What follows belongs to an exercise in optimizing a design on an open flow for small area, a short achievable clock period and few clock cycles; a production flow would make more cautious choices. Function was checked by simulation only, so behaviour that the tests miss may differ from the original. Power is estimated from default activity; no workload was simulated.

`flow/config.mk`:
```
export PLATFORM = sky130hd
export DESIGN_NAME = riscv
export DESIGN_NICKNAME = riscv
export VERILOG_FILES = /design/flow/design.v
export SDC_FILE = /design/flow/constraint.sdc
export NUM_CORES = 8
export LEC_CHECK = 0
export CAP_MARGIN = 20
export CORE_MARGIN = 2
export CORE_UTILIZATION = 40
export SLEW_MARGIN = 20
```
`flow/constraint.sdc`:
```
create_clock -name core_clock -period 12.0 [get_ports {clk}]
set_input_delay 2.4000 -clock core_clock [delete_from_list [all_inputs] [get_ports {clk}]]
set_output_delay 2.4000 -clock core_clock [all_outputs]
set_load 0.01 [all_outputs]
```
`flow/design.v`:
```
module adder (input [31:0] a, b,
                output [31:0] y);
    assign y =  a + b;
endmodule  
module mux2 (input logic [31:0] d0, d1,
              input logic s,
              output logic [31:0] y);
    assign y = s ? d1: d0;
endmodule  
module mux3 (input logic [31:0] d0, d1, d2,
                 input logic [1:0] s,
                 output logic [31:0] y);
    assign y = s[1] ? d2 : (s[0] ? d1 : d0);
endmodule  
module mux4 (input logic [31:0] d0, d1, d2, d3,
             input logic [1:0] s,
             output logic [31:0] y);
    always_comb begin
        case (s)
            2'b00: y = d0;
            2'b01: y = d1;
            2'b10: y = d2;
            2'b11: y = d3;
            default: y = 32'b0;
        endcase
    end
endmodule  
module regfile (input logic clk, we3, clr,
                input logic [4:0] a1, a2, a3,
                input logic [31:0] wd3,
                output logic [31:0] rd1, rd2);
    logic [31:0] rf[31:0];
    always_ff @(posedge clk or posedge clr) begin
        if (clr) begin
            integer i;
            for (i = 0; i < 32; i=i+1)
                rf[i] <= 32'b0;
        end else if (we3) rf[a3] <= wd3;
    end
    always_comb begin
        if (we3 && (a3 == a1) && (a1 != 0)) rd1 = wd3;  
        else if (a1 == 0) rd1 = 32'b0;  
        else rd1 = rf[a1];  
        if (we3 && (a3 == a2) && (a2 != 0)) rd2 = wd3;
        else if (a2 == 0) rd2 = 32'b0;
        else rd2 = rf[a2];
    end
endmodule  
module alu (input logic [31:0] d0, d1,
            input logic [3:0] s,
            output logic [31:0] y);
    always_comb begin
        case (s)
            4'b0000: y = d0 + d1;  
            4'b0001: y = d0 - d1;  
            4'b0111: y = d0 << d1[4:0];  
            4'b0101: y = ($signed(d0) < $signed(d1)) ? 32'b1 : 32'b0;  
            4'b0110: y = (d0 < d1) ? 32'b1 : 32'b0;  
            4'b0100: y = d0 ^ d1;  
            4'b1001: y = $signed(d0) >>> d1[4:0];  
            4'b1000: y = d0 >> d1[4:0];  
            4'b0011: y = d0 | d1;  
            4'b0010: y = d0 & d1;  
            default: y = 32'b0;
        endcase
    end
endmodule  
module branch_unit (input logic [31:0] SrcAE, SrcBE,
                    input logic [2:0] funct3E,
                    output logic branchTakenE
);
    logic eqE, ltE, ltuE;
    assign eqE = (SrcAE == SrcBE);
    assign ltE = $signed(SrcAE) < $signed(SrcBE);
    assign ltuE = $unsigned(SrcAE) < $unsigned(SrcBE);
    always_comb begin
        case (funct3E)
            3'b000: branchTakenE = eqE;  
            3'b001: branchTakenE = !eqE;  
            3'b100: branchTakenE = ltE;  
            3'b101: branchTakenE = !ltE;  
            3'b110: branchTakenE = ltuE;  
            3'b111: branchTakenE = !ltuE;  
            default: branchTakenE =  1'b0;
        endcase
    end
endmodule  
module IFregister (input logic clk, en, clr,
                    input logic [31:0] d,
                    output logic [31:0] q);
    always_ff @(posedge clk or posedge clr)
        if (clr) begin
            q <= 32'b0;
        end
        else if (en) q <= d;
endmodule  
module IFIDregister (input logic clk, clr, flush, en,
                    input logic [31:0] RD_instr, PCF, PCPlus4F,
                    output logic [31:0] InstrD, PCD, PCPlus4D);
    always_ff @(posedge clk or posedge clr)
        if (clr) begin
            InstrD <= 32'b0;
            PCD <= 32'b0;
            PCPlus4D <= 32'b0;
        end
        else if (flush) begin
            InstrD <= 32'b0;
            PCD <= 32'b0;
            PCPlus4D <= 32'b0;
        end
        else if (en) begin
            InstrD <= RD_instr;
            PCD <= PCF;
            PCPlus4D <= PCPlus4F;
        end
endmodule  
module IDEXregister (input logic clk, clr, flush,
                    input logic RegWriteD,
                    input logic [2:0] ResultSrcD,
                    input logic MemWriteD,
                    input logic JumpD,
                    input logic BranchD,
                    input logic [3:0] ALUControlD,
                    input logic ALUSrcD,
                    input logic SrcAsrcD,
                    input logic [2:0] funct3D,
                    input logic jumpRegD,
                    input logic is_M,
                    output logic RegWriteE,
                    output logic [2:0] ResultSrcE,
                    output logic MemWriteE,
                    output logic JumpE,
                    output logic BranchE,
                    output logic [3:0] ALUControlE,
                    output logic ALUSrcE,
                    output logic SrcAsrcE,
                    output logic [2:0] funct3E,
                    output logic jumpRegE,
                    output logic is_ME,
                    input logic [31:0] RD1, RD2, PCD,
                    input logic [4:0] Rs1D, Rs2D, RdD,
                    input logic [31:0] ImmExtD,
                    input logic [31:0] PCPlus4D,
                    output logic [31:0] RD1E, RD2E, PCE,
                    output logic [4:0] Rs1E, Rs2E, RdE,
                    output logic [31:0] ImmExtE,
                    output logic [31:0] PCPlus4E
);
    always_ff @(posedge clk or posedge clr) begin
        if (clr) begin
            RegWriteE <= 1'b0;
            ResultSrcE <= 3'b0;
            MemWriteE <= 1'b0;
            JumpE <= 1'b0;
            BranchE <= 1'b0;
            ALUControlE <= 4'b0;
            ALUSrcE <= 1'b0;
            SrcAsrcE <= 1'b0;
            funct3E <= 3'b0;
            jumpRegE <= 1'b0;
            is_ME <= 1'b0;
            RD1E <= 32'b0; RD2E <= 32'b0; PCE <= 32'b0;
            Rs1E <= 5'b0; Rs2E <= 5'b0; RdE <= 5'b0;
            ImmExtE <= 32'b0;
            PCPlus4E <= 32'b0;
        end else if (flush) begin
            RegWriteE <= 1'b0;
            ResultSrcE <= 3'b0;
            MemWriteE <= 1'b0;
            JumpE <= 1'b0;
            BranchE <= 1'b0;
            ALUControlE <= 4'b0;
            ALUSrcE <= 1'b0;
            SrcAsrcE <= 1'b0;
            funct3E <= 3'b0;
            jumpRegE <= 1'b0;
            is_ME <= 1'b0;
            RD1E <= 32'b0; RD2E <= 32'b0; PCE <= 32'b0;
            Rs1E <= 5'b0; Rs2E <= 5'b0; RdE <= 5'b0;
            ImmExtE <= 32'b0;
            PCPlus4E <= 32'b0;
        end else begin
            RegWriteE <= RegWriteD;
            ResultSrcE <= ResultSrcD;
            MemWriteE <= MemWriteD;
            JumpE <= JumpD;
            BranchE <= BranchD;
            ALUControlE <= ALUControlD;
            ALUSrcE <= ALUSrcD;
            SrcAsrcE <= SrcAsrcD;
            funct3E <= funct3D;
            jumpRegE <= jumpRegD;
            is_ME <= is_M;
            RD1E <= RD1; RD2E <= RD2; PCE <= PCD;
            Rs1E <= Rs1D; Rs2E <= Rs2D; RdE <= RdD;
            ImmExtE <= ImmExtD;
            PCPlus4E <= PCPlus4D;
        end
    end   
endmodule
module Intemediate_register (input logic clk, clr,
                    input logic RegWriteE,
                    input logic [2:0] ResultSrcE,
                    input logic MemWriteE,
                    input logic [2:0] funct3E,
                    input logic is_ME,
                    output logic RegWrite_interm,
                    output logic [2:0] ResultSrc_interm,
                    output logic MemWrite_interm,
                    output logic [2:0] funct3_interm,
                    output logic is_M_interm,
                    input logic [31:0] ALUResultE,
                    input logic [31:0] WriteDataE,
                    input logic [4:0] RdE,
                    input logic [31:0] ImmExtE,
                    input logic [31:0] PCPlus4E,
                    input logic [31:0] SrcAE,
                    input logic [31:0] SrcBE,
                    output logic [31:0] ALUResult_interm,
                    output logic [31:0] WriteData_interm,
                    output logic [4:0] Rd_interm,
                    output logic [31:0] ImmExt_interm,
                    output logic [31:0] PCPlus4_interm,
                    output logic [31:0] SrcA_interm,
                    output logic [31:0] SrcB_interm
);
    always_ff @(posedge clk or posedge clr) begin
        if (clr) begin
            RegWrite_interm <= 1'b0;
            ResultSrc_interm <= 3'b0;
            MemWrite_interm <= 1'b0;
            funct3_interm <= 3'b0;
            is_M_interm <= 1'b0;
            ALUResult_interm <= 32'b0;
            WriteData_interm <= 32'b0;
            Rd_interm <= 5'b0;
            ImmExt_interm <= 32'b0;
            PCPlus4_interm <= 32'b0;
            SrcA_interm <= 32'b0;
            SrcB_interm <= 32'b0;
        end else begin
            RegWrite_interm <= RegWriteE;
            ResultSrc_interm <= ResultSrcE;
            MemWrite_interm <= MemWriteE;
            funct3_interm <= funct3E;
            is_M_interm <= is_ME;
            ALUResult_interm <= ALUResultE;
            WriteData_interm <= WriteDataE;
            Rd_interm <= RdE;
            ImmExt_interm <= ImmExtE;
            PCPlus4_interm <= PCPlus4E;
            SrcA_interm <= SrcAE;
            SrcB_interm <= SrcBE;
        end
    end  
endmodule
module IntermMEMregister (input logic clk, clr,  
                    input logic RegWrite_interm,
                    input logic [2:0] ResultSrc_interm,
                    input logic MemWrite_interm,
                    input logic [2:0] funct3_interm,
                    input logic is_M_interm,
                    output logic RegWriteM,
                    output logic [2:0] ResultSrcM,
                    output logic MemWriteM,
                    output logic [2:0] funct3M,
                    output logic is_MM,
                    input logic [31:0] ALUResult_interm,
                    input logic [31:0] WriteData_interm,
                    input logic [4:0] Rd_interm,
                    input logic [31:0] ImmExt_interm,
                    input logic [31:0] PCPlus4_interm,
                    input logic [63:0] mul_interm,
                    input logic [63:0] mul_s_interm,
                    input logic SrcA_b31_interm,
                    input logic [31:0] SrcB_interm,
                    output logic [31:0] ALUResultM,
                    output logic [31:0] WriteDataM,
                    output logic [4:0] RdM,
                    output logic [31:0] ImmExtM,
                    output logic [31:0] PCPlus4M,
                    output logic [63:0] mulM,
                    output logic [63:0] mul_sM,
                    output logic SrcA_b31M,
                    output logic [31:0] SrcBM
);
    always_ff @(posedge clk or posedge clr) begin
        if (clr) begin
            RegWriteM <= 1'b0;
            ResultSrcM <= 3'b0;
            MemWriteM <= 1'b0;
            funct3M <= 3'b0;
            is_MM <= 1'b0;
            ALUResultM <= 32'b0;
            WriteDataM <= 32'b0;
            RdM <= 5'b0;
            ImmExtM <= 32'b0;
            PCPlus4M <= 32'b0;
            mulM <= 64'b0;
            mul_sM <= 64'b0;
            SrcA_b31M <= 1'b0;
            SrcBM <= 32'b0;
        end else begin
            RegWriteM <= RegWrite_interm;
            ResultSrcM <= ResultSrc_interm;
            MemWriteM <= MemWrite_interm;
            funct3M <= funct3_interm;
            is_MM <= is_M_interm;
            ALUResultM <= ALUResult_interm;
            WriteDataM <= WriteData_interm;
            RdM <= Rd_interm;
            ImmExtM <= ImmExt_interm;
            PCPlus4M <= PCPlus4_interm;
            mulM <= mul_interm;
            mul_sM <= mul_s_interm;
            SrcA_b31M <= SrcA_b31_interm;
            SrcBM <= SrcB_interm;
        end
    end  
endmodule
module MEMWBregister (input logic clk, clr,  
                    input logic RegWriteM,
                    input logic [2:0] ResultSrcM,
                    output logic RegWriteW,
                    output logic [2:0] ResultSrcW,
                    input logic [31:0] ALUResultM,
                    input logic [31:0] load_data,
                    input logic [4:0] RdM,
                    input logic [31:0] ImmExtM,
                    input logic [31:0] PCPlus4M,
                    input logic [31:0] mul_resultM,
                    output logic [31:0] ALUResultW,
                    output logic [31:0] ReadDataW,
                    output logic [4:0] RdW,
                    output logic [31:0] ImmExtW,
                    output logic [31:0] PCPlus4W,
                    output logic [31:0] mul_resultW
);
    always_ff @(posedge clk or posedge clr) begin
        if (clr) begin
            RegWriteW <= 1'b0;
            ResultSrcW <= 3'b0;
            ALUResultW <= 32'b0;
            ReadDataW <= 32'b0;
            RdW <= 5'b0;
            ImmExtW <= 32'b0;
            PCPlus4W <= 32'b0;
            mul_resultW <= 32'b0;
        end else begin
            RegWriteW <= RegWriteM;
            ResultSrcW <= ResultSrcM;
            ALUResultW <= ALUResultM;
            ReadDataW <= load_data;
            RdW <= RdM;
            ImmExtW <= ImmExtM;
            PCPlus4W <= PCPlus4M;
            mul_resultW <= mul_resultM;
        end
    end   
endmodule
module extend (input logic [31:0] instr,
               input logic [2:0] immsrc,
               output logic [31:0] immext);
    always_comb
        case (immsrc)
            3'b000: immext = { {20{ instr[31] }}, instr[31:20] };
            3'b001: immext = { {20{instr[31]} }, instr[31:25], instr[11:7] };
            3'b010: immext = { {20{instr[31]} }, instr[7], instr[30:25], instr[11:8], 1'b0 };
            3'b011: immext = { {12{instr[31]}}, instr[19:12], instr[20], instr[30:21], 1'b0 };
            3'b100: immext = {instr[31:12], 12'b0};
            default: immext = 32'b0;  
        endcase
endmodule
module loadext (
    input logic [2:0] LoadTypeM,  
    input logic [31:0] RD_data,
    input logic [1:0] byteAddrM,
    output logic [31:0] load_data
);
    always_comb begin
        case (LoadTypeM)
            3'b000: case (byteAddrM)  
                2'b00: load_data = {{24{RD_data[7]}}, RD_data[7:0]};
                2'b01: load_data = {{24{RD_data[15]}}, RD_data[15:8]};
                2'b10: load_data = {{24{RD_data[23]}}, RD_data[23:16]};
                2'b11: load_data = {{24{RD_data[31]}}, RD_data[31:24]};
                default: load_data = 31'b0;
            endcase
            3'b100: case (byteAddrM)  
                2'b00: load_data = {24'b0, RD_data[7:0]};
                2'b01: load_data = {24'b0, RD_data[15:8]};
                2'b10: load_data = {24'b0, RD_data[23:16]};
                2'b11: load_data = {24'b0, RD_data[31:24]};
                default: load_data = 31'b0;
            endcase
            3'b001: if (byteAddrM[1] == 1'b0)  
                        load_data = {{16{RD_data[15]}}, RD_data[15:0]};
                    else
                        load_data = {{16{RD_data[31]}}, RD_data[31:16]};
            3'b101: if (byteAddrM[1] == 1'b0)  
                        load_data = {16'b0, RD_data[15:0]};
                    else
                        load_data = {16'b0, RD_data[31:16]};
            3'b010: load_data = RD_data;  
            default: load_data = 32'b0;  
        endcase
    end
endmodule
module multiplier (
	dataa,
	datab,
	result);
	input	[31:0]  dataa;
	input	[31:0]  datab;
	output	[63:0]  result;
	assign result = dataa * datab;
endmodule
module multiplier_s (
	dataa,
	datab,
	result);
	input	[31:0]  dataa;
	input	[31:0]  datab;
	output	[63:0]  result;
	assign result = $signed(dataa) * $signed(datab);
endmodule
module maindec (input logic [6:0] op,
                input logic [2:0] funct3,
                input logic [6:0] funct7,
                output logic [2:0] ResultSrcD,
                output logic MemWriteD,
                output logic BranchD, ALUSrcD,
                output logic RegWriteD, JumpD,
                output logic [2:0] ImmSrcD,
                output logic [1:0] ALUOp,
                output logic SrcAsrcD,
                output logic jumpRegD,
                output logic is_M);
    logic [14:0] controls;
    assign {RegWriteD, ImmSrcD, ALUSrcD, MemWriteD,
            ResultSrcD, BranchD, ALUOp, JumpD, SrcAsrcD, jumpRegD} = controls;
    always_comb begin
        is_M = 1'b0;
        case (op)
            7'b0110011: begin
                if (funct7 == 7'b0000001) begin
                    controls = 15'b1_000_0_0_100_0_00_0_1_0;  
                    is_M = 1'b1;
                end else controls = 15'b1_000_0_0_000_0_10_0_1_0;  
            end
            7'b0000011: controls = 15'b1_000_1_0_001_0_00_0_1_0;  
            7'b0100011: controls = 15'b0_001_1_1_000_0_00_0_1_0;  
            7'b0010011: controls = 15'b1_000_1_0_000_0_10_0_1_0;  
            7'b1100011: controls = 15'b0_010_0_0_000_1_01_0_1_0;  
            7'b0110111: controls = 15'b1_100_1_0_011_0_00_0_0_0;  
            7'b0010111: controls = 15'b1_100_1_0_000_0_00_0_0_0;  
            7'b1101111: controls = 15'b1_011_0_0_010_0_00_1_1_0;  
            7'b1100111: controls = 15'b1_000_0_0_010_0_00_1_1_1;  
            default: controls = 15'b0;  
        endcase
    end
endmodule
module aludec (input logic opb5,  
                input logic [2:0] funct3,  
                input logic funct7b5,  
                input logic [1:0] ALUOp,
                output logic [3:0] ALUControl
);
    logic RtypeSub;
    assign RtypeSub = funct7b5 & opb5;  
    localparam [3:0]
        ADD = 4'b0000,
        SUB = 4'b0001,
        AND = 4'b0010,
        OR = 4'b0011,
        XOR = 4'b0100,
        SLT = 4'b0101,
        SLTU = 4'b0110,
        SLL = 4'b0111,
        SRL = 4'b1000,
        SRA = 4'b1001;
    always_comb begin
            case (ALUOp)
                2'b00: ALUControl = ADD;  
                2'b01: ALUControl = SUB;  
                default: begin
                    case (funct3)
                        3'b000: ALUControl = RtypeSub ? SUB : ADD;
                        3'b001: ALUControl = SLL;
                        3'b010: ALUControl = SLT;  
                        3'b011: ALUControl = SLTU;  
                        3'b100: ALUControl = XOR;
                        3'b101: ALUControl = funct7b5
                                            ? SRA  
                                            : SRL;  
                        3'b110: ALUControl = OR;  
                        3'b111: ALUControl = AND;  
                        default: ALUControl = 4'b0;
                    endcase
                end
            endcase
        end
endmodule
module controller (input logic [6:0] op,
                   input logic [2:0] funct3,
                   input logic [6:0] funct7,
                   output logic RegWriteD,
                   output logic [2:0] ResultSrcD,
                   output logic MemWriteD,
                   output logic JumpD,
                   output logic BranchD,
                   output logic [3:0] ALUControlD,
                   output logic ALUSrcD,
                   output logic [2:0] ImmSrcD,
                   output logic SrcAsrcD,
                   output logic [2:0] funct3D,
                   output logic jumpRegD,
                   output logic is_M);
    logic [1:0] ALUOp;
    assign funct3D = funct3;
    maindec md(
        .op(op),
        .funct3(funct3),
        .funct7(funct7),
        .ResultSrcD(ResultSrcD),
        .MemWriteD(MemWriteD),
        .BranchD(BranchD),
        .ALUSrcD(ALUSrcD),
        .RegWriteD(RegWriteD),
        .JumpD(JumpD),
        .ImmSrcD(ImmSrcD),
        .ALUOp(ALUOp),
        .SrcAsrcD(SrcAsrcD),
        .jumpRegD(jumpRegD),
        .is_M(is_M)
    );
    aludec ad(
        .opb5(op[5]),
        .funct3(funct3),
        .funct7b5(funct7[5]),
        .ALUOp(ALUOp),
        .ALUControl(ALUControlD)
    );
endmodule
module hazard (input logic [4:0] Rs1D, Rs2D,
                input logic [4:0] Rs1E, Rs2E, RdE,
                input logic PCSrcE, 
                input logic LoadMulE,  
                input logic [4:0] Rd_interm,
                input logic RegWrite_interm,
                input logic Load_interm,  
                input logic [4:0] RdM,
                input logic RegWriteM,
                input logic [4:0] RdW,
                input logic RegWriteW,
                output logic StallF,
                output logic StallD, FlushD,
                output logic FlushE,
                output logic [1:0] ForwardAE, ForwardBE
);
    logic lwStall;
    always_comb begin
        if ( ( (Rs1E == Rd_interm) && RegWrite_interm ) && (Rs1E != 0) ) begin
            ForwardAE = 2'b11;
        end else if ( ( (Rs1E == RdM) && RegWriteM ) && (Rs1E != 0) ) begin
            ForwardAE = 2'b10;
        end else if ( ((Rs1E == RdW) && RegWriteW) && (Rs1E != 0) ) begin
            ForwardAE = 2'b01;
        end else begin
            ForwardAE = 2'b00;
        end
        if ( ( (Rs2E == Rd_interm) && RegWrite_interm ) && (Rs2E != 0) ) begin
            ForwardBE = 2'b11;
        end else if ( ( (Rs2E == RdM) && RegWriteM ) && (Rs2E != 0) ) begin
            ForwardBE = 2'b10;
        end else if ( ((Rs2E == RdW) && RegWriteW) && (Rs2E != 0) ) begin
            ForwardBE = 2'b01;
        end else ForwardBE = 2'b00;
    end
    assign lwStall = ~PCSrcE & (
                       ( LoadMulE & ( (Rs1D == RdE) | (Rs2D == RdE) ) ) |
                       ( Load_interm & ( (Rs1D == Rd_interm) | (Rs2D == Rd_interm) ) ) );
    assign StallF = lwStall;
    assign StallD = lwStall;
    assign FlushD = PCSrcE ? 1'b1 : 1'b0;
    assign FlushE = (lwStall | PCSrcE) ? 1'b1 : 1'b0;
endmodule
module datapath (input logic clk, clr,
                input logic RegWriteD,
                input logic [2:0] ResultSrcD,
                input logic MemWriteD,
                input logic JumpD,
                input logic BranchD,
                input logic [3:0] ALUControlD,
                input logic ALUSrcD,
                input logic [2:0] ImmSrcD,
                input logic SrcAsrcD,
                input logic [2:0] funct3D,
                input logic jumpRegD,
                input logic is_M,
                input logic StallF, StallD, FlushD, FlushE,
                input logic [1:0] ForwardAE, ForwardBE,
                input logic [31:0] RD_instr, RD_data,
                output logic [31:0] PCF,  
                output logic [31:0] ALUResultM, WriteDataM,  
                output logic MemWriteM,  
                output logic [31:0] InstrD,  
                output logic [3:0] byteEnable,  
                output logic [4:0] Rs1D, Rs2D,  
                output logic [4:0] Rs1E, Rs2E,
                output logic [4:0] RdE,  
                output logic PCSrcE, LoadMulE, RegWriteM, RegWriteW,
                output logic [4:0] Rd_interm,  
                output logic RegWrite_interm, Load_interm,
                output logic [4:0] RdM,  
                output logic [4:0] RdW  
);  
    logic [31:0] PCPlus4F, PCTargetE, PCF_new;
    logic PCSrcE_int;
    logic [31:0] PCF_int;
    assign PCSrcE = PCSrcE_int;
    assign PCF = PCF_int;
    mux2 pcmux(
        .d0(PCPlus4F),
        .d1(PCTargetE),
        .s(PCSrcE_int),
        .y(PCF_new)
    );
    IFregister ifreg(
        .clk(clk),
        .en(~StallF),
        .clr(clr),
        .d(PCF_new),
        .q(PCF_int)
    );
    adder pcplus4(
        .a(PCF_int),
        .b(32'd4),
        .y(PCPlus4F)
    );
    logic [31:0] PCD, PCPlus4D;
    logic [31:0] RD1, RD2;
    logic [31:0] ResultW;
    logic [31:0] ImmExtD;
    logic [4:0] RdD;
    logic [31:0] InstrD_int;
    assign InstrD = InstrD_int;
    logic [4:0] Rs1D_int, Rs2D_int;
    assign Rs1D = Rs1D_int;
    assign Rs2D = Rs2D_int;
    assign Rs1D_int = InstrD_int[19:15];
    assign Rs2D_int = InstrD_int[24:20];
    assign RdD = InstrD_int[11:7];
    IFIDregister ifidreg(
        .clk(clk),
        .clr(clr),
        .flush(FlushD),
        .en(~StallD),
        .RD_instr(RD_instr), .PCF(PCF_int), .PCPlus4F(PCPlus4F),
        .InstrD(InstrD_int), .PCD(PCD), .PCPlus4D(PCPlus4D)
    );
	logic RegWriteW_int;
    assign RegWriteW = RegWriteW_int;
    regfile rf(
        .clk(clk), .we3(RegWriteW_int), .clr(clr),
        .a1(Rs1D_int), .a2(Rs2D_int), .a3(RdW),
        .wd3(ResultW), .rd1(RD1), .rd2(RD2)
    );
    extend ext(
        .instr(InstrD_int),
        .immsrc(ImmSrcD),
        .immext(ImmExtD)
    );
    logic [31:0] RD1E, RD2E, PCE;
    logic [31:0] ImmExtE;
    logic [31:0] PCPlus4E;
    logic [31:0] SrcAE, SrcBE;
    logic [31:0] WriteDataE;
    logic [31:0] SrcAE_input1;
    logic [31:0] ALUResultE;
    logic RegWriteE;
    logic [2:0] ResultSrcE;
    logic MemWriteE, JumpE, BranchE;
    logic [3:0] ALUControlE;
    logic ALUSrcE;
    logic SrcAsrcE;
    logic [2:0] funct3E;
    logic branchTakenE;
    logic jumpRegE;
    logic is_ME;
    IDEXregister idexreg(
        .clk(clk), .clr(clr), .flush(FlushE),
        .RegWriteD(RegWriteD),
        .ResultSrcD(ResultSrcD),
        .MemWriteD(MemWriteD),
        .JumpD(JumpD),
        .BranchD(BranchD),
        .ALUControlD(ALUControlD),
        .ALUSrcD(ALUSrcD),
        .SrcAsrcD(SrcAsrcD),
        .funct3D(funct3D),
        .jumpRegD(jumpRegD),
        .is_M(is_M),
        .RegWriteE(RegWriteE),
        .ResultSrcE(ResultSrcE),
        .MemWriteE(MemWriteE),
        .JumpE(JumpE),
        .BranchE(BranchE),
        .ALUControlE(ALUControlE),
        .ALUSrcE(ALUSrcE),
        .SrcAsrcE(SrcAsrcE),
        .funct3E(funct3E),
        .jumpRegE(jumpRegE),
        .is_ME(is_ME),
        .RD1(RD1), .RD2(RD2), .PCD(PCD),
        .Rs1D(Rs1D_int), .Rs2D(Rs2D_int), .RdD(RdD),
        .ImmExtD(ImmExtD),
        .PCPlus4D(PCPlus4D),
        .RD1E(RD1E), .RD2E(RD2E), .PCE(PCE),
        .Rs1E(Rs1E), .Rs2E(Rs2E), .RdE(RdE),
        .ImmExtE(ImmExtE),
        .PCPlus4E(PCPlus4E)
    );
    assign PCSrcE_int = (BranchE & branchTakenE) | JumpE;
    assign LoadMulE = (ResultSrcE == 3'b001) | (ResultSrcE == 3'b100);
	logic [31:0] ALUResultM_int;
    assign ALUResultM_int = ALUResultM;
    logic [31:0] Result_interm_fwd, ResultM_fwd;
    mux4 SrcAE_input1mux(
        .d0(RD1E), .d1(ResultW), .d2(ResultM_fwd), .d3(Result_interm_fwd),  
        .s(ForwardAE),  
        .y(SrcAE_input1)  
    );
    mux2 SrcAEmux(
        .d0(PCE), .d1(SrcAE_input1),
        .s(SrcAsrcE),  
        .y(SrcAE)
    );
    mux4 WriteDataEmux(
        .d0(RD2E), .d1(ResultW), .d2(ResultM_fwd), .d3(Result_interm_fwd),
        .s(ForwardBE),
        .y(WriteDataE)
    );
    mux2 SrcBEmux(
        .d0(WriteDataE), .d1(ImmExtE),  
        .s(ALUSrcE),  
        .y(SrcBE)  
    );
    branch_unit bu(
        .SrcAE(SrcAE), .SrcBE(SrcBE),
        .funct3E(funct3E),
        .branchTakenE(branchTakenE)
    );
    logic [31:0] adder_base;
    assign adder_base = jumpRegE ? SrcAE_input1 : PCE;
    logic [31:0] PCTargetE_sum;
    adder add(
        .a(adder_base), .b(ImmExtE),  
        .y(PCTargetE_sum)  
    );
    assign PCTargetE = {PCTargetE_sum[31:1], 1'b0};  
    alu alu(
        .d0(SrcAE), .d1(SrcBE),  
        .s(ALUControlE),  
        .y(ALUResultE)  
    );
    logic [2:0] ResultSrc_interm;
    logic MemWrite_interm;
    logic [2:0] funct3_interm;
    logic is_M_interm;
    logic [31:0] ALUResult_interm;
    logic [31:0] WriteData_interm;
    logic [31:0] ImmExt_interm;
    logic [31:0] PCPlus4_interm;
    logic [31:0] SrcA_interm, SrcB_interm;
    Intemediate_register interm_reg (
        .clk(clk), .clr(clr),
        .RegWriteE(RegWriteE),
        .ResultSrcE(ResultSrcE),
        .MemWriteE(MemWriteE),
        .funct3E(funct3E),
        .is_ME(is_ME),
        .RegWrite_interm(RegWrite_interm),
        .ResultSrc_interm(ResultSrc_interm),
        .MemWrite_interm(MemWrite_interm),
        .funct3_interm(funct3_interm),
        .is_M_interm(is_M_interm),
        .ALUResultE(ALUResultE),
        .WriteDataE(WriteDataE),
        .RdE(RdE),
        .ImmExtE(ImmExtE),
        .PCPlus4E(PCPlus4E),
        .SrcAE(SrcAE),
        .SrcBE(SrcBE),
        .ALUResult_interm(ALUResult_interm),
        .WriteData_interm(WriteData_interm),
        .Rd_interm(Rd_interm),
        .ImmExt_interm(ImmExt_interm),
        .PCPlus4_interm(PCPlus4_interm),
        .SrcA_interm(SrcA_interm),
        .SrcB_interm(SrcB_interm)
    );
    assign Load_interm = (ResultSrc_interm == 3'b001);
    always_comb begin
        case (ResultSrc_interm)
            3'b010: Result_interm_fwd = PCPlus4_interm;
            3'b011: Result_interm_fwd = ImmExt_interm;
            default: Result_interm_fwd = ALUResult_interm;
        endcase
    end
    logic [31:0] WriteData_interm_lanes;
    assign WriteData_interm_lanes = WriteData_interm << {ALUResult_interm[1:0], 3'b000};
    logic [63:0] mul_interm, mul_s_interm;
    multiplier multiplier (
        .dataa(SrcA_interm),
        .datab(SrcB_interm),
        .result(mul_interm)
    );
    multiplier_s multiplier_s (
        .dataa(SrcA_interm),
        .datab(SrcB_interm),
        .result(mul_s_interm)
    );
    logic [31:0] PCPlus4M;
    logic [2:0] funct3M;
    logic RegWriteM_int;
    assign RegWriteM = RegWriteM_int;
    logic [2:0] ResultSrcM;
    logic [1:0] byteAddrM;
    assign byteAddrM = ALUResultM_int[1:0];
    logic [31:0] load_data;
    logic [31:0] ImmExtM;
    logic is_MM;
    logic [63:0] mulM, mul_sM;
    logic [31:0] mul_resultM;
    logic SrcA_b31M;
    logic [31:0] SrcBM;
    IntermMEMregister interm_memreg(
        .clk(clk), .clr(clr),
        .RegWrite_interm(RegWrite_interm),
        .ResultSrc_interm(ResultSrc_interm),
        .MemWrite_interm(MemWrite_interm),
        .funct3_interm(funct3_interm),
        .is_M_interm(is_M_interm),
        .RegWriteM(RegWriteM_int),
        .ResultSrcM(ResultSrcM),
        .MemWriteM(MemWriteM),
        .funct3M(funct3M),
        .is_MM(is_MM),
        .ALUResult_interm(ALUResult_interm),
        .WriteData_interm(WriteData_interm_lanes),
        .Rd_interm(Rd_interm),
        .ImmExt_interm(ImmExt_interm),
        .PCPlus4_interm(PCPlus4_interm),
        .mul_interm(mul_interm),
        .mul_s_interm(mul_s_interm),
        .SrcA_b31_interm(SrcA_interm[31]),
        .SrcB_interm(SrcB_interm),
        .ALUResultM(ALUResultM),  
        .WriteDataM(WriteDataM),
        .RdM(RdM),
        .ImmExtM(ImmExtM),
        .PCPlus4M(PCPlus4M),
        .mulM(mulM),
        .mul_sM(mul_sM),
        .SrcA_b31M(SrcA_b31M),
        .SrcBM(SrcBM)
    );
    always_comb begin
        byteEnable = 4'b0000;
        case (funct3M)  
            3'b000: case (byteAddrM)
                2'b00: byteEnable = 4'b0001;  
                2'b01: byteEnable = 4'b0010;  
                2'b10: byteEnable = 4'b0100;  
                2'b11: byteEnable = 4'b1000;  
                default: byteEnable = 4'b0000;
            endcase
            3'b001: byteEnable = (byteAddrM[1] == 0)  
                                    ? 4'b0011  
                                    : 4'b1100;  
            3'b010: byteEnable = 4'b1111;
            default: byteEnable = 4'b0000;
        endcase
    end
    loadext loadext(
        .LoadTypeM(funct3M),
        .RD_data(RD_data),
        .byteAddrM(byteAddrM),
        .load_data(load_data)
    );
    always_comb begin
        if (is_MM) begin
            case (funct3M)
                3'b000: mul_resultM = mulM[31:0];  
                3'b001: mul_resultM = mul_sM[63:32];  
                3'b010: mul_resultM = mulM[63:32] - (SrcA_b31M ? SrcBM : 32'b0);  
                3'b011: mul_resultM = mulM[63:32];  
                default: mul_resultM = 32'b0;
            endcase
        end else mul_resultM = 32'b0;
    end  
    logic [31:0] ALUResultW;
    logic [31:0] ReadDataW;
    logic [31:0] PCPlus4W;
    logic [31:0] ImmExtW;
    logic [2:0] ResultSrcW;
    logic [31:0] mul_resultW;
    MEMWBregister wbreg(
        .clk(clk), .clr(clr),
        .RegWriteM(RegWriteM_int),
        .ResultSrcM(ResultSrcM),
        .RegWriteW(RegWriteW_int),
        .ResultSrcW(ResultSrcW),
        .ALUResultM(ALUResultM_int),
        .load_data(load_data),
        .RdM(RdM),
        .ImmExtM(ImmExtM),
        .PCPlus4M(PCPlus4M),
        .mul_resultM(mul_resultM),
        .ALUResultW(ALUResultW),
        .ReadDataW(ReadDataW),
        .RdW(RdW),
        .ImmExtW(ImmExtW),
        .PCPlus4W(PCPlus4W),
        .mul_resultW(mul_resultW)
    );
    always_comb begin
        case (ResultSrcM)
            3'b010: ResultM_fwd = PCPlus4M;
            3'b011: ResultM_fwd = ImmExtM;
            3'b100: ResultM_fwd = mul_resultM;
            default: ResultM_fwd = ALUResultM_int;
        endcase
    end
    always_comb begin
        case (ResultSrcW)
            3'b001: ResultW = ReadDataW;
            3'b010: ResultW = PCPlus4W;
            3'b011: ResultW = ImmExtW;
            3'b100: ResultW = mul_resultW;
            default: ResultW = ALUResultW;
        endcase
    end
endmodule
module riscv (input logic clk, clr,
                        input logic [31:0] RD_instr, RD_data,
                        output logic [31:0] PCF,
                        output logic [31:0] ALUResultM, WriteDataM,
                        output logic MemWriteM,
                        output logic [3:0] byteEnable);
    logic RegWriteD;
    logic [2:0] ResultSrcD;
    logic MemWriteD;
    logic JumpD;
    logic BranchD;
    logic [3:0] ALUControlD;
    logic ALUSrcD;
    logic [2:0] ImmSrcD;
    logic SrcAsrcD;
    logic is_M;
    logic [31:0] InstrD;
    logic LoadMulE;
    logic [4:0] Rd_interm;
    logic RegWrite_interm, Load_interm;
    logic StallF;
    logic StallD, FlushD;
    logic FlushE;
    logic [1:0] ForwardAE, ForwardBE;
    logic PCSrcE;
    logic [4:0] Rs1D, Rs2D;
    logic [4:0] Rs1E, Rs2E, RdE;
    logic [4:0] RdM, RdW;
    logic RegWriteM, RegWriteW;
    logic [2:0] funct3;
    logic jumpRegD;
    logic [1:0] src1;
    controller c(
        .op(InstrD[6:0]),
        .funct3(InstrD[14:12]),
        .funct7(InstrD[31:25]),
        .RegWriteD(RegWriteD),
        .ResultSrcD(ResultSrcD),
        .MemWriteD(MemWriteD),
        .JumpD(JumpD),
        .BranchD(BranchD),
        .ALUControlD(ALUControlD),
        .ALUSrcD(ALUSrcD),
        .ImmSrcD(ImmSrcD),
        .SrcAsrcD(SrcAsrcD),
        .funct3D(funct3),
        .jumpRegD(jumpRegD),
        .is_M(is_M)
    );
    datapath dp(.clk(clk), .clr(clr),
                .RegWriteD(RegWriteD),
                .ResultSrcD(ResultSrcD),
                .MemWriteD(MemWriteD),
                .JumpD(JumpD),
                .BranchD(BranchD),
                .ALUControlD(ALUControlD),
                .ALUSrcD(ALUSrcD),
                .ImmSrcD(ImmSrcD),
                .SrcAsrcD(SrcAsrcD),
                .funct3D(funct3),
                .jumpRegD(jumpRegD),
                .is_M(is_M),
                .StallF(StallF), .StallD(StallD), .FlushD(FlushD), .FlushE(FlushE),
                .ForwardAE(ForwardAE), .ForwardBE(ForwardBE),
                .RD_instr(RD_instr), .RD_data(RD_data),
                .PCF(PCF),
                .ALUResultM(ALUResultM), .WriteDataM(WriteDataM),
				.MemWriteM(MemWriteM),
                .InstrD(InstrD),
                .byteEnable(byteEnable),
                .Rs1D(Rs1D), .Rs2D(Rs2D),
                .Rs1E(Rs1E), .Rs2E(Rs2E),
                .PCSrcE(PCSrcE), .LoadMulE(LoadMulE),
                .Rd_interm(Rd_interm), .RegWrite_interm(RegWrite_interm), .Load_interm(Load_interm),
                .RegWriteM(RegWriteM), .RegWriteW(RegWriteW),
                .RdE(RdE),
                .RdM(RdM),
                .RdW(RdW));
    hazard hu(
        .Rs1D(Rs1D), .Rs2D(Rs2D),
        .Rs1E(Rs1E), .Rs2E(Rs2E), .RdE(RdE),
        .PCSrcE(PCSrcE),
        .LoadMulE(LoadMulE),
        .Rd_interm(Rd_interm),
        .RegWrite_interm(RegWrite_interm),
        .Load_interm(Load_interm),
        .RdM(RdM),
        .RegWriteM(RegWriteM),
        .RdW(RdW),
        .RegWriteW(RegWriteW),
        .StallF(StallF),
        .StallD(StallD), .FlushD(FlushD),
        .FlushE(FlushE),
        .ForwardAE(ForwardAE), .ForwardBE(ForwardBE)
    );
endmodule
```
`flow/run.sh`:
```
#!/bin/bash
# synth_recipe.tcl (not shown) runs the flow's synth.tcl, then flattens the netlist and writes it again
# the make line also repeats each setting of config.mk as NAME=value (left out here)
make -C /OpenROAD-flow-scripts/flow DESIGN_CONFIG=/design/flow/config.mk WORK_HOME=/design/flow/orfs CLKGATE_MAP_FILE= SYNTH_SCRIPT=/design/flow/synth_recipe.tcl finish
```
==> flow_summary.yaml <==
run_status:
  outcome: "timing/DRC/antenna clean"
min_path:
  holdCritPathClass: "reg2reg"
sta:
  finalSetupTns_ps: 0
  final_min_period_over_clock_period: 0.7958
  final_period_minus_worst_setup_slack_ps: 9549
  finalHoldWorstSlack_ps: 313.6
  worst_slack_setup_final_ps: 2451
  grt_setup_unrepaired: "false"
  finalHoldViolations: 0
  achievable-frequency_mhz: 104.7
  max_slew.worst_pin.slew_ps: 1330
  maxSlewViolCount: 0
  timing.slew.headroom: 0.08827
  report.final.setup_viol: 0
  finalClockSkew_ps: 122.8
global_route:
  wire_length_of_the_first_global_routing_pass_um: 950800
  met3_capacity_usage_during_global_routing: 0.1183
  first_global_vias: 124300
  overflow_left_after_global_routing: 0
  gr-usage-met2: 0.4983
  antenna_found_initial: 53
  grt.total_usage: 0.3559
  grt_start_max_net_pins: 162
  grt_use_met1: 0.4813
  grt-busiest-layer: "met2"
logic_synthesis:
  synth_warnings: 17
  synth_simple_gate_area_share: 0.1311
  netlist_area_um2: 147500
  synth_ff_type: "sky130_fd_sc_hd__dfrtp_1"
  synth-async-reset-ratio: 1.000
  synth_top_cell_area_share: 0.3315
  synth_cell_type_count: 112
  postSynthRegisterBits: 1954
  synth_top_family_by_area: "adder cells"
  arithmetic_cell_share_of_the_synthesized_area_counting_full_adders_half_adders_and_majority_gates: 0.2464
  syn_nets: 17750
  synth_top_area_cells: "sky130_fd_sc_hd__dfrtp_1, sky130_fd_sc_hd__fa_1, sky130_fd_sc_hd__nand2_1"
  synth_top_area_cell: "sky130_fd_sc_hd__dfrtp_1"
  post_synth_xor_area_fraction: 0.01716
  synth_compound_gate_area_share: 0.1734
  synth.area.mux_share: 0.02381
  part_of_the_yosys_area_used_for_sequential_elements: 0.3315
  syn_avg_cell_area_um2: 9.417
  postSynthCellCount: 15660
  synth-edff-count: 0
floorplan:
  initial_core_util: 0.4026
  ios: 167
  floorplan_die_width_um: 611.2
  number_of_rows_created_at_floorplan: 222
  chipHeight_um: 611.2
  core_area_um2: 366400
  dieArea_um2: 373600
cts:
  postCtsResizedCells: 0
  clock_path_buffers: 4
  cts_sinks: 1954
  hold_fix_buffer_count_after_cts: 0
  post-cts-setup-buffer-count: 0
  clock_slew_at_reported_path_ffs_ps: 60
  clock_insertion_delay_worst_skew_ps: 980
  htree_levels: 4
  cts_tree: "done"
  clock_buffer_count_from_cts: 222
  clock-root-buffer: "sky130_fd_sc_hd__clkbuf_16"
routing:
  drt_first_iter_violations: 17920
  detail_route.drc_violations: 0
  wire_length_per_cell_after_detailed_routing_um: 32.84
  dr_total_vias: 127600
  routed_wirelength_um: 670200
  detail_route.first_pass.iterations: 9
  drt-vias-per-instance: 6.253
  route.antenna.remaining_nets: 0
setup_path:
  critical_path_arrival_ps: 10390
  path_common_cell: "sky130_fd_sc_hd__fa_1"
  path_class: "reg2reg"
  crit_path_top_delay_cell: "sky130_fd_sc_hd__dfrtp_1"
  cpPeakStageDelay_ps: 800
  cp_data_required_time_ps: 12840
  timing.critical_path.fanout_max: 20
  start_kind: "flip-flop"
  critPathCaptureType: "flip-flop"
layout:
  final-instance-count-excl-fill: 20410
  drive_above_1_share: 0.06853
  max_flop_register: "dp.rf.rf"
  utilization: 0.4441
  area.growth.synth_to_final_pct: 10.32
  largest_reg_flops: 992
  fin_area_um2: 162700
  layout_top_registers: "dp.rf.rf: 992 flops, dp.interm_memreg.mulM: 64 flops"
  final_net_count: 17450
place:
  placed_cell_area_um2: 154900
  place.detailed.instances: 19950
  gp_routability_congestion: 1.060
  io_buffers: 165
  placement.setup.worst_slack_ps: 2379
  place.detailed.hpwl_um: 472000
power_and_ir_drop:
  leakage_nw: 74.02
  p_total_mw: 38.48
  power-per-cell-area_nw_per_um2: 236.5
  ir_worst_vdd_mv: 0.2357
run:
  drv_cap: 0
cell families after synthesis:
group,count (synthesis)
AO/OA/AOI/OAI,3792
XOR/XNOR,289
adder cells (fa/ha/maj),2019
buffers and inverters,2961
flip-flops,1954
multiplexers,327
other,1
AND/OR/NAND/NOR,4319
area by class of cell:
type                       instances  area [um^2]
multi-input combinational      10750        88170
tap                             4816         6026
clock inverter                    84         1104
clock buffer                     321         6490
fill                           35320       203700
inverter                        1868         7017
timing repair buffer             567         4847
sequential                      1954        48920
antenna                           51        127.6
cells in the final DEF (no fill, tap or decap), types with 183 or more instances in the layout:
cell	n
sky130_fd_sc_hd__nand2_1	2354
sky130_fd_sc_hd__dfrtp_1	1937
sky130_fd_sc_hd__inv_1	1860
sky130_fd_sc_hd__fa_1	1475
sky130_fd_sc_hd__o21ai_0	1327
sky130_fd_sc_hd__nor2_1	581
sky130_fd_sc_hd__ha_1	544
sky130_fd_sc_hd__a21oi_1	513
sky130_fd_sc_hd__a221oi_1	490
sky130_fd_sc_hd__and2_1	411
sky130_fd_sc_hd__a22o_1	398
sky130_fd_sc_hd__buf_4	384
sky130_fd_sc_hd__mux2i_1	279
sky130_fd_sc_hd__clkbuf_16	224
sky130_fd_sc_hd__nand4_1	192
sky130_fd_sc_hd__xnor2_1	183
worst max-delay path: cells and delay by family (launching register included):
| kind | cells | cell delay [ps] |
|---|---|---|
| and+or+nand+nor | 4 | 1210 |
| buffers and inverters | 6 | 680 |
| xor gates and xnor gates | 1 | 130 |
| DFF | 1 | 800 |
| AOI/OAI and AO/OA | 8 | 2300 |
| adders and majority gates | 9 | 4330 |
synth_stat cells, types with 18 or more instances:
cell                          n
sky130_fd_sc_hd__buf_1       41
sky130_fd_sc_hd__nor2_1     648
sky130_fd_sc_hd__inv_1     1862
sky130_fd_sc_hd__mux2i_1    281
sky130_fd_sc_hd__xnor2_1    184
sky130_fd_sc_hd__a211oi_1   133
sky130_fd_sc_hd__nand2b_1    73
sky130_fd_sc_hd__or3_1      106
sky130_fd_sc_hd__a22oi_1     24
sky130_fd_sc_hd__xor2_1     105
sky130_fd_sc_hd__a221oi_1   491
sky130_fd_sc_hd__clkbuf_1   969
sky130_fd_sc_hd__nand3_1    125
sky130_fd_sc_hd__o21ai_0   1329
sky130_fd_sc_hd__o21a_1      45
sky130_fd_sc_hd__a22o_1     398
sky130_fd_sc_hd__nor2b_1     93
sky130_fd_sc_hd__o22ai_1     64
sky130_fd_sc_hd__o31ai_1     42
sky130_fd_sc_hd__buf_2       61
sky130_fd_sc_hd__o21ai_1     18
sky130_fd_sc_hd__o211ai_1    62
sky130_fd_sc_hd__ha_1       544
sky130_fd_sc_hd__a21oi_1    516
sky130_fd_sc_hd__a21o_1     132
sky130_fd_sc_hd__nand2_1   2378
sky130_fd_sc_hd__or2_2       25
sky130_fd_sc_hd__fa_1      1475
sky130_fd_sc_hd__and2_1     411
sky130_fd_sc_hd__and3_1      49
sky130_fd_sc_hd__a221o_1     35
sky130_fd_sc_hd__nand4_1    192
sky130_fd_sc_hd__nor4_1      19
sky130_fd_sc_hd__mux2_2      30
sky130_fd_sc_hd__a222oi_1    65
sky130_fd_sc_hd__nor3_1     109
sky130_fd_sc_hd__dfrtp_1   1954
sky130_fd_sc_hd__a31oi_1     76
sky130_fd_sc_hd__o221ai_1   101
sky130_fd_sc_hd__o21bai_1    31
per-layer routing:
layer	up-vias	wire length, um
met5	-	253
met4	26	47590
met3	2235	87700
met2	8781	270700
met1	64350	263900
li1	52230	-
where the power goes:
part           total [mW]  leakage [nW]  internal [mW]  switching, mW
registers            9.07          26.0           7.74           1.34
clock network        7.23          3.71           4.16           3.06
logic                22.2          44.4           7.72           14.5
worst paths after layout:
| check | endpoint | cells past startpoint | slack [ps] | startpoint |
|---|---|---|---|---|
| hold reg to reg | dp.interm_memreg.funct3M[2] | 0 | 310 | dp.interm_reg.funct3_interm[2] |
| hold / removal | dp.interm_memreg.funct3M[2] | 0 | 310 | dp.interm_reg.funct3_interm[2] |
| setup / recovery | dp.interm_memreg.mul_sM[59] | 28 | 2450 | dp.interm_reg.SrcB_interm[2] |
| max in group asynchronous | dp.rf.rf[7][18] | 5 | 7380 | clr |
| min in group asynchronous | dp.rf.rf[12][15] | 3 | 2190 | clr |
| setup reg to reg | dp.interm_memreg.mul_sM[59] | 28 | 2450 | dp.interm_reg.SrcB_interm[2] |
Testbench counts, summed over its fixed seeds: cycles 20,150.

[separate check: timing with driven ports]
In the flow no input, the clock included, has a driving cell. The finished layout below was timed again as built, in two steps.
Step 1 (the two cells are an assumption about what drives the block):
set clk [get_ports {clk}]
set_driving_cell -lib_cell sky130_fd_sc_hd__clkbuf_16 $clk
set_driving_cell -lib_cell sky130_fd_sc_hd__buf_2 [delete_from_list [all_inputs] $clk]
Step 2 also shifts input and output timing later by t, the mid clock arrival at the registers, as if the neighbouring blocks saw the same clock.
Slacks: ideal ports / drivers / drivers and shift; pairs: ideal ports / drivers.
shift t [ns]: 1.028
slack for setup (ns): 2.451 / 2.451 / 2.451
hold slack, ns: 0.314 / 0.314 / 0.314
worst register clock-pin slew, ns: 0.09 / 0.09
pins driven straight from the clock port: 1
After both steps this run still meets setup and hold. The setup slack of this run moves by 0.000 ns with the drivers and by 0.000 ns with both steps.
